Context: an optimization exercise on an open-source flow, tuned for small area. The choices shown serve that exercise and are no tape-out recipe. Only simulation tests tie the RTL to the original design; equivalence was not proved. The flow treats the clock pin as an ideal source, which a real chip does not have.

==> inputs of v33 <==
## top
module top
(
    input clk,
    input rst_n,
    input spi_sclk,
    input spi_din,
    output tr_pwr_p,
    output tr_pwr_n,
    output tr,
    output lo,
    output t_bite,
    output [5:0] tx_att,
    output tv,
    output [2:0] rx_ch_pwr_ctrl,
    output [2:0] rx_ch_ctrl,
    output [2:0] scl,
    input [2:0] sda_i,
    output [2:0] sda_o,
    output [2:0] sda_t,
    output [2:0] a0,
    output [2:0] a1,
    output [5:0] rx_ch1_pha,
    output [5:0] rx_ch2_pha,
    output [5:0] rx_ch3_pha,
    output trig,
    output osk_1,
    input dover_1,
    output dhold_1,
    output io_update_1,
    output master_reset_1,
    output dctrl_1,
    output [2 : 0] profile_select_1,
    output [3 : 0] function_select_1,
    output p_pwd_1,
    output p_rd_1,
    output p_wr_1,
    output [7 : 0] p_addr_1,
    input [7 : 0] p_data_in_1,
    output [7 : 0] p_data_out_1,
    output p_data_t_1,
    output osk_2,
    input dover_2,
    output dhold_2,
    output io_update_2,
    output master_reset_2,
    output dctrl_2,
    output [2 : 0] profile_select_2,
    output [3 : 0] function_select_2,
    output p_pwd_2,
    output p_rd_2,
    output p_wr_2,
    output [7 : 0] p_addr_2,
    input [7 : 0] p_data_in_2,
    output [7 : 0] p_data_out_2,
    output p_data_t_2
);
    wire rst = rst_n;
    wire depack_load;
    wire depack_ready;
    wire [31:0] depack_ftw_lower_1;
    wire [31:0] depack_ftw_upper_1;
    wire [31:0] depack_ftw_lower_2;
    wire [31:0] depack_ftw_upper_2;
    wire [31:0] depack_sweep_step;
    wire [15:0] depack_sweep_rate;
    wire [31:0] depack_resweep_period;
    wire [2:0] depack_mode;
    wire depack_rf_switch;
    wire [7:0] depack_tx_att;
    wire [2:0] depack_rx_ch_pwr_ctrl;
    wire [7:0] depack_rx_ch1_att;
    wire [7:0] depack_rx_ch2_att;
    wire [7:0] depack_rx_ch3_att;
    wire [7:0] depack_rx_ch1_pha;
    wire [7:0] depack_rx_ch2_pha;
    wire [7:0] depack_rx_ch3_pha;
  ...
Settings: LEC_CHECK=0, CAP_MARGIN=20, CORE_MARGIN=2, CORE_UTILIZATION=45, CTS_BUF_LIST=sky130_fd_sc_hd__clkbuf_4, CTS_CLUSTER_DIAMETER=40, CTS_CLUSTER_SIZE=8, PLACE_DENSITY=0.65, SLEW_MARGIN=20; clock period 10.0 ns.
standard.sh (not shown) runs the stock make flow with config.mk's settings and CLKGATE_MAP_FILE= SYNTH_SCRIPT=/design/flow/synth_recipe.tcl, a recipe that flattens the netlist after the stock synthesis.
==> flow/flow/run.sh <==
#!/bin/bash
# The standard layout (standard.sh), with two ORFS arguments changed:
#  - clock tree synthesis adds no dummy loads for balancing
#  - the buffers put on the input and output ports are buf_1 cells
# The full make output is in standard.log.
set -o pipefail
export CTS_ARGS="-sink_clustering_enable -repair_clock_nets -sink_clustering_size 8 -sink_clustering_max_diameter 40 -buf_list sky130_fd_sc_hd__clkbuf_4 -dont_use_dummy_load"
export BUFFER_PORTS_ARGS="-buffer_cell sky130_fd_sc_hd__buf_1"
bash standard.sh > standard.log 2>&1
==> v9 (differences from v33) <==
--- a/flow/design.v
+++ b/flow/design.v
@@ -168,19 +168,18 @@
     reg [5:0] byte_index;
     reg [7:0] acc_sum;
     reg ready_reg;
     assign ready = ready_reg;
     wire fill = (sta_cur == 4'd4);
     wire slide = (sta_cur == 4'd9);
     wire [7:0] fifo_byte = head;
-    wire rotate = (sta_cur == 4'd7) || ((sta_cur == 4'd8) && (byte_index == 6'd41));
     integer w;
     always @ (posedge clk) begin
-        if(fill || rotate) begin
-            win[41] <= fill ? fifo_byte : win[0];
+        if(fill) begin
+            win[41] <= fifo_byte;
             for(w = 0; w < 41; w = w + 1)
                 win[w] <= win[w + 1];
         end
     end
     genvar gk;
     generate
         for(gk = 0; gk < 42; gk = gk + 1) begin : g_win
@@ -237,61 +236,64 @@
     assign rx_ch1_att = cmd[31];
     assign rx_ch2_att = cmd[32];
     assign rx_ch3_att = cmd[33];
     assign rx_ch1_pha = {2'b00, out34};
     assign rx_ch2_pha = {2'b00, out35};
     assign rx_ch3_pha = {2'b00, out36};
     assign ct_period = {cmd[37],cmd[38],cmd[39],cmd[40]};
+    wire [7:0] slide_delta = cmd[41] - cmd[0];
     wire header_ok = (cmd[0] == 8'heb) && (cmd[1] == 8'h90);
     always @ (posedge clk) begin
         if(!rst) begin
             ready_reg <= 1'b0;
             sta_cur <= 4'd0;
         end
         else begin
             case (sta_cur)
                 4'd0 : begin
                     byte_index <= 6'd0;
+                    acc_sum <= 8'd0;
                     sta_cur <= 4'd1;
                 end
                 4'd1 : begin
                     if(!fifo_empty)
                         sta_cur <= 4'd2;
                 end
                 4'd2 : sta_cur <= 4'd3;
                 4'd3 : sta_cur <= 4'd4;
                 4'd4 : begin
                     byte_index <= byte_index + 6'd1;
+                    if(byte_index != 6'd41)
+                        acc_sum <= acc_sum + fifo_byte;
                     sta_cur <= 4'd5;
                 end
                 4'd5 : begin
                     if(byte_index != 6'd42)
                         sta_cur <= 4'd1;
                     else begin
                         byte_index <= 6'd0;
-                        acc_sum <= 8'd0;
                         if(header_ok)
                             sta_cur <= 4'd6;
-                        else
+                        else begin
+                            acc_sum <= acc_sum + slide_delta;
                             sta_cur <= 4'd9;
+                        end
                     end
                 end
-                4'd6 : begin
-                    acc_sum <= acc_sum + cmd[0];
-                    sta_cur <= 4'd7;
-                end
+                4'd6 : sta_cur <= 4'd7;
                 4'd7 : begin
                     byte_index <= byte_index + 6'd1;
                     sta_cur <= 4'd8;
                 end
                 4'd8 : begin
                     if(byte_index != 6'd41)
                         sta_cur <= 4'd6;
-                    else if(acc_sum != cmd[0]) begin
+                    else if(acc_sum != cmd[41]) begin
                         byte_index <= 6'd0;
+                        acc_sum <= acc_sum + slide_delta;
                         sta_cur <= 4'd9;
                     end
                     else
                         sta_cur <= 4'd12;
                 end
                 4'd9 : sta_cur <= 4'd10;
                 4'd10 : begin
@@ -341,44 +343,38 @@
 	output p_rd,
 	output p_wr,
 	output [7 : 0] p_addr,
 	input [7 : 0] p_data_in,
 	output [7 : 0] p_data_out,
 	output p_data_tri_select
 );
-	localparam [1:0] PH_START = 2'd0;
-	localparam [1:0] PH_WR = 2'd1;
-	localparam [1:0] PH_IO = 2'd2;
-	localparam [1:0] PH_RD = 2'd3;
 	reg c_busy;
 	reg [1:0] sfr_index;
 	reg dctrl_reg;
 	reg pre_trig_reg;
 	reg fixed_freq_enable;
 	reg osk_trig_enable;
 	reg resweep_state;
 	reg [3:0] c_sta;
 	reg [31:0] resweep_period_reg;
 	reg [31:0] delay_left;     
 	reg r_busy;
-	reg [1:0] ph;             
-	reg [1:0] k;              
-	reg [4:0] c;              
+	reg [6:0] t;
 	reg r_res;
 	reg r_mismatch;
 	reg [5:0] p_addr_reg;
 	reg p_wr_cmd;             
 	reg tri_reg;
 	assign busy = c_busy;
 	assign finish = ~c_busy;
 	assign dctrl = dctrl_reg;
 	assign pre_trig = pre_trig_reg;
-	assign io_update = (ph == PH_IO) && (c <= 5'd2);
-	assign p_rd = ~rd_low;
-	assign p_wr = ~wr_low;
+	assign io_update = r_busy & (t >= 7'd42) & (t <= 7'd44);
+	assign p_rd = ~(r_busy & rd_low);
+	assign p_wr = ~(r_busy & wr_low);
 	assign p_addr = {2'b00, p_addr_reg};
 	assign p_data_out = reg_byte;
 	assign p_data_tri_select = tri_reg;
 	reg [3:0] base;
 	always @ (*) begin
 		case(c_sta)
 			4'd5 : base = 4'd3;
@@ -489,87 +485,78 @@
 	end
 	always @ (posedge clk) begin
 		if((c_sta == 4'd8) && !r_busy)
 			delay_left <= resweep_period_reg;
 		else
 			delay_left <= delay_left - 32'd1;
 	end
-	wire wr_low = (ph == PH_WR) && (c >= 5'd2) && (c <= 5'd5);
-	wire rd_low = (ph == PH_RD) && (c >= 5'd2) && (c <= 5'd8);
-	wire sample = (ph == PH_RD) && (c == 5'd7);
-	wire set_addr = ph[0] && (c == 5'd0);
-	wire set_rd = (ph == PH_RD);
-	wire [1:0] byte_k = k;
-	wire r_last = (ph == PH_RD) && (k == 2'd3) && (c == 5'd16);
+	reg wr_low;
+	reg rd_low;
+	reg sample;
+	reg set_addr;
+	reg set_rd;
+	reg [1:0] byte_k;
+	always @ (*) begin
+		wr_low = 1'b0;
+		rd_low = 1'b0;
+		sample = 1'b0;
+		set_addr = 1'b0;
+		set_rd = 1'b0;
+		byte_k = 2'd0;
+		case(t)
+			7'd4, 7'd5, 7'd6, 7'd7, 7'd14, 7'd15, 7'd16, 7'd17,
+			7'd24, 7'd25, 7'd26, 7'd27, 7'd34, 7'd35, 7'd36, 7'd37 : wr_low = 1'b1;
+			7'd48, 7'd49, 7'd50, 7'd51, 7'd52, 7'd54,
+			7'd65, 7'd66, 7'd67, 7'd68, 7'd69, 7'd71,
+			7'd82, 7'd83, 7'd84, 7'd85, 7'd86, 7'd88,
+			7'd99, 7'd100, 7'd101, 7'd102, 7'd103, 7'd105 : rd_low = 1'b1;
+			7'd53, 7'd70, 7'd87, 7'd104 : begin rd_low = 1'b1; sample = 1'b1; end
+			7'd2 : begin set_addr = 1'b1; byte_k = 2'd0; end
+			7'd12 : begin set_addr = 1'b1; byte_k = 2'd1; end
+			7'd22 : begin set_addr = 1'b1; byte_k = 2'd2; end
+			7'd32 : begin set_addr = 1'b1; byte_k = 2'd3; end
+			7'd46 : begin set_addr = 1'b1; set_rd = 1'b1; byte_k = 2'd0; end
+			7'd63 : begin set_addr = 1'b1; set_rd = 1'b1; byte_k = 2'd1; end
+			7'd80 : begin set_addr = 1'b1; set_rd = 1'b1; byte_k = 2'd2; end
+			7'd97 : begin set_addr = 1'b1; set_rd = 1'b1; byte_k = 2'd3; end
+			default : ;
+		endcase
+	end
 	always @ (posedge clk) begin
 		if(!rst)
 			r_busy <= 1'b0;
 		else if(c_start)
 			r_busy <= 1'b1;
-		else if(r_last)
+		else if(t == 7'd113)
 			r_busy <= 1'b0;
 	end
 	always @ (posedge clk) begin
-		if(!r_busy) begin
-			ph <= PH_START;
-			k <= 2'd0;
-			c <= 5'd0;
-		end
-		else begin
-			c <= c + 5'd1;
-			case(ph)
-				PH_START : begin
-					if(c == 5'd1) begin
-						ph <= PH_WR;
-						c <= 5'd0;
-					end
-				end
-				PH_WR : begin
-					if(c == 5'd9) begin
-						c <= 5'd0;
-						k <= k + 2'd1;
-						if(k == 2'd3)
-							ph <= PH_IO;
-					end
-				end
-				PH_IO : begin
-					if(c == 5'd3) begin
-						ph <= PH_RD;
-						c <= 5'd0;
-					end
-				end
-				default : begin
-					if(c == 5'd16) begin
-						c <= 5'd0;
-						k <= k + 2'd1;
-						if(k == 2'd3)
-							ph <= PH_START;
-					end
-				end
-			endcase
-		end
+		if(!r_busy)
+			t <= 7'd0;
+		else
+			t <= t + 7'd1;
 	end
 	always @ (posedge clk) begin
 		if(!r_busy)
 			r_mismatch <= 1'b0;
 		else if(sample && (p_data_in != amp_byte))
 			r_mismatch <= 1'b1;
 	end
 	always @ (posedge clk) begin
-		if(r_last)
+		if(r_busy && (t == 7'd113))
 			r_res <= r_mismatch;
 	end
 	always @ (posedge clk) begin
 		if(!rst) begin
 			p_addr_reg <= 6'd0;
 			p_wr_cmd <= 1'b0;
 			tri_reg <= 1'b0;
 		end
 		else begin
-			if(set_addr) begin
+			if(r_busy && set_addr) begin
 				p_addr_reg <= {base, byte_k};
 				p_wr_cmd <= set_rd;
 			end
 			tri_reg <= p_wr_cmd;
 		end
 	end
 	reg initsweep_osk_trig_enable;
==> flow/run.sh (new file) <==
#!/bin/bash
# synth_recipe.tcl (not shown) runs the flow's synth.tcl, then flattens the netlist and writes it again
# the make line also repeats each setting of config.mk as NAME=value (left out here)
make -C /OpenROAD-flow-scripts/flow DESIGN_CONFIG=/design/flow/config.mk WORK_HOME=/design/flow/orfs CLKGATE_MAP_FILE= SYNTH_SCRIPT=/design/flow/synth_recipe.tcl finish
==> flow/config.mk (replaced) <==
export PLATFORM = sky130hd
export DESIGN_NAME = top
export DESIGN_NICKNAME = top
export VERILOG_FILES = /design/flow/design.v
export SDC_FILE = /design/flow/constraint.sdc
export NUM_CORES = 4
export LEC_CHECK = 0
export CAP_MARGIN = 20
export CORE_MARGIN = 2
export CORE_UTILIZATION = 45
export CTS_BUF_LIST = sky130_fd_sc_hd__clkbuf_16
export CTS_CLUSTER_DIAMETER = 60
export CTS_CLUSTER_SIZE = 24
export PLACE_DENSITY = 0.65
export SLEW_MARGIN = 20
removed: flow/flow/run.sh
removed: flow/standard.sh
==> v21 (differences from v33) <==
--- a/flow/design.v
+++ b/flow/design.v
@@ -168,19 +168,18 @@
     reg [5:0] byte_index;
     reg [7:0] acc_sum;
     reg ready_reg;
     assign ready = ready_reg;
     wire fill = (sta_cur == 4'd4);
     wire slide = (sta_cur == 4'd9);
     wire [7:0] fifo_byte = head;
-    wire rotate = (sta_cur == 4'd7) || ((sta_cur == 4'd8) && (byte_index == 6'd41));
     integer w;
     always @ (posedge clk) begin
-        if(fill || rotate) begin
-            win[41] <= fill ? fifo_byte : win[0];
+        if(fill) begin
+            win[41] <= fifo_byte;
             for(w = 0; w < 41; w = w + 1)
                 win[w] <= win[w + 1];
         end
     end
     genvar gk;
     generate
         for(gk = 0; gk < 42; gk = gk + 1) begin : g_win
@@ -237,61 +236,64 @@
     assign rx_ch1_att = cmd[31];
     assign rx_ch2_att = cmd[32];
     assign rx_ch3_att = cmd[33];
     assign rx_ch1_pha = {2'b00, out34};
     assign rx_ch2_pha = {2'b00, out35};
     assign rx_ch3_pha = {2'b00, out36};
     assign ct_period = {cmd[37],cmd[38],cmd[39],cmd[40]};
+    wire [7:0] slide_delta = cmd[41] - cmd[0];
     wire header_ok = (cmd[0] == 8'heb) && (cmd[1] == 8'h90);
     always @ (posedge clk) begin
         if(!rst) begin
             ready_reg <= 1'b0;
             sta_cur <= 4'd0;
         end
         else begin
             case (sta_cur)
                 4'd0 : begin
                     byte_index <= 6'd0;
+                    acc_sum <= 8'd0;
                     sta_cur <= 4'd1;
                 end
                 4'd1 : begin
                     if(!fifo_empty)
                         sta_cur <= 4'd2;
                 end
                 4'd2 : sta_cur <= 4'd3;
                 4'd3 : sta_cur <= 4'd4;
                 4'd4 : begin
                     byte_index <= byte_index + 6'd1;
+                    if(byte_index != 6'd41)
+                        acc_sum <= acc_sum + fifo_byte;
                     sta_cur <= 4'd5;
                 end
                 4'd5 : begin
                     if(byte_index != 6'd42)
                         sta_cur <= 4'd1;
                     else begin
                         byte_index <= 6'd0;
-                        acc_sum <= 8'd0;
                         if(header_ok)
                             sta_cur <= 4'd6;
-                        else
+                        else begin
+                            acc_sum <= acc_sum + slide_delta;
                             sta_cur <= 4'd9;
+                        end
                     end
                 end
-                4'd6 : begin
-                    acc_sum <= acc_sum + cmd[0];
-                    sta_cur <= 4'd7;
-                end
+                4'd6 : sta_cur <= 4'd7;
                 4'd7 : begin
                     byte_index <= byte_index + 6'd1;
                     sta_cur <= 4'd8;
                 end
                 4'd8 : begin
                     if(byte_index != 6'd41)
                         sta_cur <= 4'd6;
-                    else if(acc_sum != cmd[0]) begin
+                    else if(acc_sum != cmd[41]) begin
                         byte_index <= 6'd0;
+                        acc_sum <= acc_sum + slide_delta;
                         sta_cur <= 4'd9;
                     end
                     else
                         sta_cur <= 4'd12;
                 end
                 4'd9 : sta_cur <= 4'd10;
                 4'd10 : begin
@@ -341,44 +343,38 @@
 	output p_rd,
 	output p_wr,
 	output [7 : 0] p_addr,
 	input [7 : 0] p_data_in,
 	output [7 : 0] p_data_out,
 	output p_data_tri_select
 );
-	localparam [1:0] PH_START = 2'd0;
-	localparam [1:0] PH_WR = 2'd1;
-	localparam [1:0] PH_IO = 2'd2;
-	localparam [1:0] PH_RD = 2'd3;
 	reg c_busy;
 	reg [1:0] sfr_index;
 	reg dctrl_reg;
 	reg pre_trig_reg;
 	reg fixed_freq_enable;
 	reg osk_trig_enable;
 	reg resweep_state;
 	reg [3:0] c_sta;
 	reg [31:0] resweep_period_reg;
 	reg [31:0] delay_left;     
 	reg r_busy;
-	reg [1:0] ph;             
-	reg [1:0] k;              
-	reg [4:0] c;              
+	reg [6:0] t;
 	reg r_res;
 	reg r_mismatch;
 	reg [5:0] p_addr_reg;
 	reg p_wr_cmd;             
 	reg tri_reg;
 	assign busy = c_busy;
 	assign finish = ~c_busy;
 	assign dctrl = dctrl_reg;
 	assign pre_trig = pre_trig_reg;
-	assign io_update = (ph == PH_IO) && (c <= 5'd2);
-	assign p_rd = ~rd_low;
-	assign p_wr = ~wr_low;
+	assign io_update = r_busy & (t >= 7'd42) & (t <= 7'd44);
+	assign p_rd = ~(r_busy & rd_low);
+	assign p_wr = ~(r_busy & wr_low);
 	assign p_addr = {2'b00, p_addr_reg};
 	assign p_data_out = reg_byte;
 	assign p_data_tri_select = tri_reg;
 	reg [3:0] base;
 	always @ (*) begin
 		case(c_sta)
 			4'd5 : base = 4'd3;
@@ -489,87 +485,78 @@
 	end
 	always @ (posedge clk) begin
 		if((c_sta == 4'd8) && !r_busy)
 			delay_left <= resweep_period_reg;
 		else
 			delay_left <= delay_left - 32'd1;
 	end
-	wire wr_low = (ph == PH_WR) && (c >= 5'd2) && (c <= 5'd5);
-	wire rd_low = (ph == PH_RD) && (c >= 5'd2) && (c <= 5'd8);
-	wire sample = (ph == PH_RD) && (c == 5'd7);
-	wire set_addr = ph[0] && (c == 5'd0);
-	wire set_rd = (ph == PH_RD);
-	wire [1:0] byte_k = k;
-	wire r_last = (ph == PH_RD) && (k == 2'd3) && (c == 5'd16);
+	reg wr_low;
+	reg rd_low;
+	reg sample;
+	reg set_addr;
+	reg set_rd;
+	reg [1:0] byte_k;
+	always @ (*) begin
+		wr_low = 1'b0;
+		rd_low = 1'b0;
+		sample = 1'b0;
+		set_addr = 1'b0;
+		set_rd = 1'b0;
+		byte_k = 2'd0;
+		case(t)
+			7'd4, 7'd5, 7'd6, 7'd7, 7'd14, 7'd15, 7'd16, 7'd17,
+			7'd24, 7'd25, 7'd26, 7'd27, 7'd34, 7'd35, 7'd36, 7'd37 : wr_low = 1'b1;
+			7'd48, 7'd49, 7'd50, 7'd51, 7'd52, 7'd54,
+			7'd65, 7'd66, 7'd67, 7'd68, 7'd69, 7'd71,
+			7'd82, 7'd83, 7'd84, 7'd85, 7'd86, 7'd88,
+			7'd99, 7'd100, 7'd101, 7'd102, 7'd103, 7'd105 : rd_low = 1'b1;
+			7'd53, 7'd70, 7'd87, 7'd104 : begin rd_low = 1'b1; sample = 1'b1; end
+			7'd2 : begin set_addr = 1'b1; byte_k = 2'd0; end
+			7'd12 : begin set_addr = 1'b1; byte_k = 2'd1; end
+			7'd22 : begin set_addr = 1'b1; byte_k = 2'd2; end
+			7'd32 : begin set_addr = 1'b1; byte_k = 2'd3; end
+			7'd46 : begin set_addr = 1'b1; set_rd = 1'b1; byte_k = 2'd0; end
+			7'd63 : begin set_addr = 1'b1; set_rd = 1'b1; byte_k = 2'd1; end
+			7'd80 : begin set_addr = 1'b1; set_rd = 1'b1; byte_k = 2'd2; end
+			7'd97 : begin set_addr = 1'b1; set_rd = 1'b1; byte_k = 2'd3; end
+			default : ;
+		endcase
+	end
 	always @ (posedge clk) begin
 		if(!rst)
 			r_busy <= 1'b0;
 		else if(c_start)
 			r_busy <= 1'b1;
-		else if(r_last)
+		else if(t == 7'd113)
 			r_busy <= 1'b0;
 	end
 	always @ (posedge clk) begin
-		if(!r_busy) begin
-			ph <= PH_START;
-			k <= 2'd0;
-			c <= 5'd0;
-		end
-		else begin
-			c <= c + 5'd1;
-			case(ph)
-				PH_START : begin
-					if(c == 5'd1) begin
-						ph <= PH_WR;
-						c <= 5'd0;
-					end
-				end
-				PH_WR : begin
-					if(c == 5'd9) begin
-						c <= 5'd0;
-						k <= k + 2'd1;
-						if(k == 2'd3)
-							ph <= PH_IO;
-					end
-				end
-				PH_IO : begin
-					if(c == 5'd3) begin
-						ph <= PH_RD;
-						c <= 5'd0;
-					end
-				end
-				default : begin
-					if(c == 5'd16) begin
-						c <= 5'd0;
-						k <= k + 2'd1;
-						if(k == 2'd3)
-							ph <= PH_START;
-					end
-				end
-			endcase
-		end
+		if(!r_busy)
+			t <= 7'd0;
+		else
+			t <= t + 7'd1;
 	end
 	always @ (posedge clk) begin
 		if(!r_busy)
 			r_mismatch <= 1'b0;
 		else if(sample && (p_data_in != amp_byte))
 			r_mismatch <= 1'b1;
 	end
 	always @ (posedge clk) begin
-		if(r_last)
+		if(r_busy && (t == 7'd113))
 			r_res <= r_mismatch;
 	end
 	always @ (posedge clk) begin
 		if(!rst) begin
 			p_addr_reg <= 6'd0;
 			p_wr_cmd <= 1'b0;
 			tri_reg <= 1'b0;
 		end
 		else begin
-			if(set_addr) begin
+			if(r_busy && set_addr) begin
 				p_addr_reg <= {base, byte_k};
 				p_wr_cmd <= set_rd;
 			end
 			tri_reg <= p_wr_cmd;
 		end
 	end
 	reg initsweep_osk_trig_enable;
==> flow/flow/run.sh (replaced) <==
#!/bin/bash
# The standard layout (standard.sh), with two ORFS arguments changed:
#  - clock tree synthesis adds no dummy loads for balancing
#  - the buffers put on the input and output ports are buf_1 cells
# The full make output is in standard.log.
set -o pipefail
export CTS_ARGS="-sink_clustering_enable -repair_clock_nets -sink_clustering_size 32 -sink_clustering_max_diameter 100 -buf_list sky130_fd_sc_hd__clkbuf_16 -dont_use_dummy_load"
export BUFFER_PORTS_ARGS="-buffer_cell sky130_fd_sc_hd__buf_1"
bash standard.sh > standard.log 2>&1
==> flow/config.mk (replaced) <==
export PLATFORM = sky130hd
export DESIGN_NAME = top
export DESIGN_NICKNAME = top
export VERILOG_FILES = /design/flow/design.v
export SDC_FILE = /design/flow/constraint.sdc
export NUM_CORES = 4
export LEC_CHECK = 0
export CAP_MARGIN = 20
export CORE_MARGIN = 2
export CORE_UTILIZATION = 45
export CTS_BUF_LIST = sky130_fd_sc_hd__clkbuf_16
export CTS_CLUSTER_DIAMETER = 100
export CTS_CLUSTER_SIZE = 32
export PLACE_DENSITY = 0.65
export SLEW_MARGIN = 20
==> metrics.csv <==
metric,value,unit
fraction of area in non-clock buffers,2.523,%
clock-cell share of area,6.670,%
switch share,32.67,%
status,timing/DRC/antenna clean,
antenna violations before repair,1,
The numbers above come from v9.

==> metrics.csv <==
metric,value,unit
status,timing/DRC/antenna clean,
switch share,32.18,%
antenna violations before repair,1,
fraction of area in non-clock buffers,1.401,%
clock-cell share of area,2.520,%
The numbers above come from v21.

==> metrics.csv <==
metric,value,unit
switch share,30.62,%
fraction of area in non-clock buffers,1.345,%
register bit total from synthesis,1316,
antenna violations before repair,3,
status,timing/DRC/antenna clean,
largest family of logic cells by synthesized area,simple AND/OR/NAND/NOR gates,
clock-cell share of area,2.941,%
The numbers above come from v33.

re-timing with driven ports:
How much do the figures lean on ideal ports? The routed layouts below were timed once more, with nothing changed but the port constraints.
Step 1 assumes that a clkbuf_16 drives the clock port and a buf_2 every other input.
Step 2, shift: input delay + t, output delay - t, t = (earliest + latest rising clock arrival at the registers) / 2. This alone moves slack from input paths to output paths.
Three values: ideal, step 1, step 2; two values: the first two.
run | t (ns) | setup WS [ns] | hold slack, ns | worst setup path at the end
v33 | 1.112 | 3.984 / 3.917 / 5.029 | 0.270 / 0.270 / 0.270 | register to output
v9 | 0.760 | 4.532 / 4.462 / 4.788 | 0.322 / 0.322 / 0.322 | input to output
v21 | 0.709 | 4.971 / 4.902 / 5.530 | 0.307 / 0.307 / 0.307 | input to output
After both steps setup and hold are still met in every run listed.
